Context: an optimization exercise on an open-source flow, tuned for small area, a short achievable clock period and few clock cycles. The choices shown serve that exercise and are no tape-out recipe.
The RTL was checked by simulation tests, not by an equivalence proof against the original design.

==> flow/design.v (outline; a module is shown in full before it is edited, if it fits) <==
// module Milestone_1: 193 lines
// module m1_unit_rb: 230 lines
// module m1_unit_gb: 318 lines
// module m1_filter: 274 lines
module Milestone_1 (
   input  logic            Clock_50,
   input  logic            Resetn,
   input  logic            Initialize,
   input  logic   [15:0]   SRAM_read_data,
   output logic   [17:0]   SRAM_address,
   output logic   [15:0]   SRAM_write_data,
   output logic            SRAM_we_n,
   output logic            sim_done
);
  // ...
==> flow/run.sh <==
#!/bin/bash
# synth_recipe.tcl (not shown) runs the flow's synth.tcl, then flattens the netlist and writes it again
# the make line also repeats each setting of config.mk as NAME=value (left out here)
make -C /OpenROAD-flow-scripts/flow DESIGN_CONFIG=/design/flow/config.mk WORK_HOME=/design/flow/orfs CLKGATE_MAP_FILE= SYNTH_SCRIPT=/design/flow/synth_recipe.tcl finish
==> flow/config.mk <==
export PLATFORM = sky130hd
export DESIGN_NAME = Milestone_1
export DESIGN_NICKNAME = Milestone_1
export VERILOG_FILES = /design/flow/design.v
export SDC_FILE = /design/flow/constraint.sdc
export NUM_CORES = 4
export LEC_CHECK = 0
export CAP_MARGIN = 20
export CORE_MARGIN = 2
export CORE_UTILIZATION = 40
export SLEW_MARGIN = 20
==> flow/constraint.sdc <==
create_clock -name core_clock -period 14.0 [get_ports {Clock_50}]
set_input_delay 2.8000 -clock core_clock [delete_from_list [all_inputs] [get_ports {Clock_50}]]
set_output_delay 2.8000 -clock core_clock [all_outputs]
set_load 0.01 [all_outputs]
==> out/results.tsv, run 1 <==
stage	metric	value	unit
route	vias	15255	
grt	initial antenna violation count	0	
timing	Fin Setup TNS	0	ns
worst_setup_path	FF-to-FF path depth	20	
timing	final worst slack	7.66	ns
clocking	CTS tree	built	
worst_setup_path	Crit path largest cell delay	0.64	ns
clocking	CTS buffer count	39	
finish	clock buffer count in the final layout	46	
status	outcome	finished clean	
grt	met3 usage in global routing	2.13	%
timing	worst-margin pin slew	1.15	ns
finish	design area	27000	sq um
clocking	Setup Fix Bufs, Post-CTS	0	
clocking	H-Tree Depth	2	
timing	Setup-failing EPs final	0	
yosys	Async SR Flop Fraction	27.9	%
worst_setup_path	Worst path depth	20	
worst_setup_path	critical path startpoint	cnt[0]	
finish	multi-input combinational area share	51.7	%
floorplan	I/O pin count	55	
worst_setup_path	worst endpoint required time	14.46	ns
floorplan	Tapcells	782	
worst_setup_path	Arr. time, crit path	6.80	ns
worst_setup_path	critical path's top delay family	adder cells	
place	Setup Slack @ Placement	7.65	ns
yosys	Main synth FF type	edfxtp_1	
worst_setup_path	Worst path slowest cell	buf_4	
route	DR top layer	met4	
grt	M1 GR Usage	27.6	%
yosys	commonest cells in the netlist	inv_1, fa_1, ha_1, edfxtp_1, nand2_1	
timing	hold_ws	0.398	ns
yosys	XOR/XNOR Fraction of Synth Area	3.54	%
grt	met2 Track Usage GR	30.6	%
clocking	CTS resizes	0	
finish	Seq area share	30.4	%
route	routed wl met3	2050	um
clocking	Root Buffer	clkbuf_16	
yosys	top cell type's share of synthesized area	27.2	%
worst_setup_path	CP startpoint kind	flop	
worst_setup_path	CP bufs+invs	6	
Testbench counts, summed over its fixed seeds: cycles 776,648.
==> inputs of run 2 (changes only) <==
==> flow/flow/run.sh (new file) <==
#!/bin/bash
# Standard ORFS layout (the standard.sh, standard synthesis script) with a
# larger setup margin for OpenROAD's timing repair, so that repair works the
# design's own paths below the 14 ns constraint. The SDC is unchanged.
set -euo pipefail
MARGIN=$(cat flow/setup_margin.txt)
bash standard.sh SETUP_SLACK_MARGIN=$MARGIN finish > flow_make.log 2>&1
==> flow/flow/setup_margin.txt (new file) <==
9
==> flow/standard.sh (new file) <==
#!/bin/bash
# synth_recipe.tcl (not shown) runs the flow's synth.tcl, then flattens the netlist and writes it again
# the make line also repeats each setting of config.mk as NAME=value (left out here)
make -C /OpenROAD-flow-scripts/flow DESIGN_CONFIG=/design/flow/config.mk WORK_HOME=/design/flow/orfs CLKGATE_MAP_FILE= SYNTH_SCRIPT=/design/flow/synth_recipe.tcl "${@:-finish}"
removed: flow/run.sh
==> run 2 against run 1 <==
Clock-buffer cell count rose by 8. Wire length rose by 3.7%. Critical path type unchanged. Flip-flop and latch count unchanged. Synthesized area unchanged. Critical path depth is the same. Core utilization rose by 2.3 points. Critical endpoint unchanged.
==> out/results.tsv, run 2 <==
stage	metric	value	unit	change
finish	share of layout cells above drive strength 1	13.6	%	
clocking	clock slew seen by the registers of the worst setup and hold paths	0.07	ns	
finish	most common cell after layout, fill and taps aside	inv_1		
grt	GRT Residual Overflow	0		
worst_setup_path	CP endpoint	fac		
yosys	top cells by area, synth	fa_1, edfxtp_1, ha_1, dfrtp_1, inv_1		
yosys	#FFs+latches synth	319		
yosys	Synth Warn #	3		
worst_setup_path	FF-to-FF path depth	20		unchanged
route	DR DRC count	0		
yosys	Async SR Flop Fraction	27.9	%	unchanged
yosys	Synth area leader	fa_1		
worst_setup_path	Crit path largest cell delay	0.54	ns	-0.10 ns
worst_setup_path	Crit Path Max Fanout	6		
route	post-DR vias/cell	5.02		
finish	post-layout util	47.1	%	
route	1st-iter DRT viols	999		
status	outcome	finished clean		
finish	most frequent cells in the layout	inv_1, fa_1, ha_1, edfxtp_1, nand2_1		
worst_setup_path	flop-to-flop setup slack	8.58	ns	
timing	fmax	185	MHz	
yosys	Synth Net Count	2674		
finish	diode count	0		
clocking	H-Tree Depth	2		unchanged
worst_setup_path	R2R Path End	fac		
route	antenna violation net count after detailed routing	0		
worst_setup_path	critical path startpoint	cnt[0]		
worst_setup_path	critical path class	reg2reg		
floorplan	I/O pin count	55		unchanged
yosys	top cell type's share of synthesized area	27.2	%	unchanged
yosys	commonest cells in the netlist	inv_1, fa_1, ha_1, edfxtp_1, nand2_1		
floorplan	Site Rows	90		
route	Routed WL	59900	um	
worst_setup_path	worst endpoint required time	14.44	ns	-0.02 ns
worst_setup_path	CP startpoint kind	flop		
worst_setup_path	CP cell instances	inv_2 > ha_4 > and3b_2 > a21oi_4 > buf_12 > mux2i_4 > inv_2 > fa_1 > inv_1 > fa_1 > inv_1 > fa_1 > fa_1 > inv_1 > fa_1 > fa_1 > ha_1 > a21o_1 > a21oi_2 > o21ai_1		
grt	largest net degree at the start of global routing	61		
yosys	Main synth FF type	edfxtp_1		
grt	initial antenna violation count	1		+1
timing	final worst-path cycle share	38.7	%	
timing	Worst slew margin	24.2	%	
route	vias	15618		+2.4%
floorplan	Die W	250	um	
place	Placed Instances	2969		
timing	worst-margin pin slew	1.11	ns	-0.0461 ns
yosys	synthesized area per cell	11.2	sq um	
worst_setup_path	RR Startpoint	cnt[0]		
floorplan	Die Span Y	250	um	
grt	Tot GR Track Use	19.5	%	
place	GPL Wtd Cong	0.953		
floorplan	starting density of the core	40.3	%	
yosys	Synth Instances	2166		
worst_setup_path	Worst path slowest cell	fa_1		
yosys	Distinct cells, synth	77		
clocking	worst-skew pair later-pin latency	0.57	ns	
finish	area grow syn2layout	16.9	%	
timing	Final Hold Vio Count	0		
timing	clock skew	0.0308	ns	
run	maxcap violations	0		
clocking	Max clock buf depth	3		
clocking	CTS buffer count	38		-2.6%
grt	vias in the first global route	16794		
timing	RSZ-0062 raised after global routing	true		
finish	leading registers by flop count	uw: 48 flops, vw: 48 flops		
timing	Period minus WS final	5.42	ns	
finish	Non-Filler Instances	3113		
clocking	CTS tree	built		
timing	Fin Setup TNS	0	ns	unchanged
worst_setup_path	Arr. time, crit path	5.85	ns	-0.95 ns
worst_setup_path	Crit. End Element	flop		
route	DR WL/cell	19.2	um	
grt	first-pass GRT wire length	94700	um	
clocking	Root Buffer	clkbuf_16		
worst_hold_path	Hold WC Path Type	reg2reg		
clocking	clk sinks	319		
timing	Setup-failing EPs final	0		unchanged
yosys	register area share after synthesis	33.9	%	
timing	fin. max-slew vios	0		
yosys	Post-synth EDFFs	136		
floorplan	die area	62600	sq um	
worst_setup_path	CP dominant cell by count	fa_1		
floorplan	core area	60100	sq um	
yosys	Synth Cell Area	24200	sq um	
place	Post-DP HPWL	46000	um	
route	drt first pass iters	5		
place	buffers added on ports	54		
finish	NumNets Final	2809		
yosys	count leader, synth	inv_1		
-- run 2: changes by cell type in the layout (fill, tap and decap cells not counted), sizes merged, moves of 2 or more --
| cell | before | now |
|---|---|---|
| bufinv | 4 | 1 |
| clkinvlp | 3 | 5 |
| clkbuf | 46 | 56 |
| buf | 19 | 86 |
-- run 2: worst min-delay path by stage --
stage | end | from | depth (start not counted) | slack, ns
2_1_floorplan | f2[2] | f1[2] | 0 | 0.35
3_3_place_gp | f2[7] | f1[7] | 0 | 0.36
3_5_place_dp | f2[7] | f1[7] | 0 | 0.37
4_1_cts | f2[6] | f1[6] | 0 | 0.37
5_1_grt | f2[6] | f1[6] | 0 | 0.38
6_report | f2[6] | f1[6] | 0 | 0.38
-- run 2: per-stage QoR --
stage	worst slack, ns	hold slack, ns	cell area [sq um]
2_1_floorplan	8.46	0.347	24400
3_3_place_gp	7.97	0.362	25700
3_5_place_dp	7.80	0.366	25700
4_1_cts	8.55	0.367	27700
5_1_grt	8.42	0.383	28300
6_report	8.58	0.381	28300
-- run 2: cell families (layout without fill, tap and decap cells) --
group / Yosys count / after routing / synth area share (%)
AOI/OAI and AO/OA: 268 / 268 / 7.21
buffers and inverters: 555 / 720 / 8.81
and+or+nand+nor: 338 / 338 / 6.87
other: 1 / 1 / 0.0155
DFF: 319 / 319 / 33.9
adders and majority gates: 494 / 494 / 35.6
muxes: 93 / 93 / 4.05
xor gates and xnor gates: 98 / 98 / 3.54
-- run 2: repair_timing --
action | 4_1_cts | 5_1_grt
gates resized for setup | 74 | 58
setup buffers | 28 | 38
endpoints found under the setup margin | 25 | 13
gates cloned | 6 | 2
hold buffers | 0 | 0
pin swaps | 17 | 24
-- run 2: area by class of cell --
class	instances	area, sq um
inverters	507	1910
well taps	782	978
fillers	5490	31800
flip-flops and latches	319	8220
clock buffers	54	1090
clock inverters	16	168
multi-input cells	1292	14400
repair inverters	1	5.00
repair buffers	142	1530
-- run 2: worst max-delay path: cells and delay by family, from the launching register on --
kind	cells	cell delay, ns
flops	1	0.38
buf+inv	6	0.47
fa+ha+maj	8	3.36
compound gates	4	0.56
simple gates	1	0.23
mux	1	0.26
-- run 2: metal layers --
layer	up-vias	GRT usage, %	routed length, um
met5	-	0	13
met4	2	5.59	1600
met3	91	3.43	3280
met2	413	31.7	28000
met1	7904	27.0	27000
li1	7208	-	-

static timing again, ports no longer ideal:
The results above use ideal ports. As a check the final layouts listed here were re-extracted and re-timed, cells and wires unchanged. Step 1 sets driving cells, clkbuf_16 on the clock port and buf_2 on the other inputs (assumed; they add their load-dependent delay and slew). Step 2 adds t to the input delays and takes it off the output delays; t is the mean of the earliest and latest rising clock arrival at the registers after step 1. Input paths then give back, and output paths get back, about the clock's delay inside the block. Three values: no drivers, after step 1, after step 2; two values: the first two.
run | shift t [ns] | setup slack, ns | clock arrival spread, ns | worst register clock-pin slew, ns
run 1 | 0.625 | 7.657 / 7.657 / 7.657 | 0.029 / 0.028 | 0.07 / 0.07
run 2 | 0.615 | 8.583 / 8.583 / 8.583 | 0.031 / 0.031 | 0.07 / 0.07
After both steps every run listed still meets setup and hold.
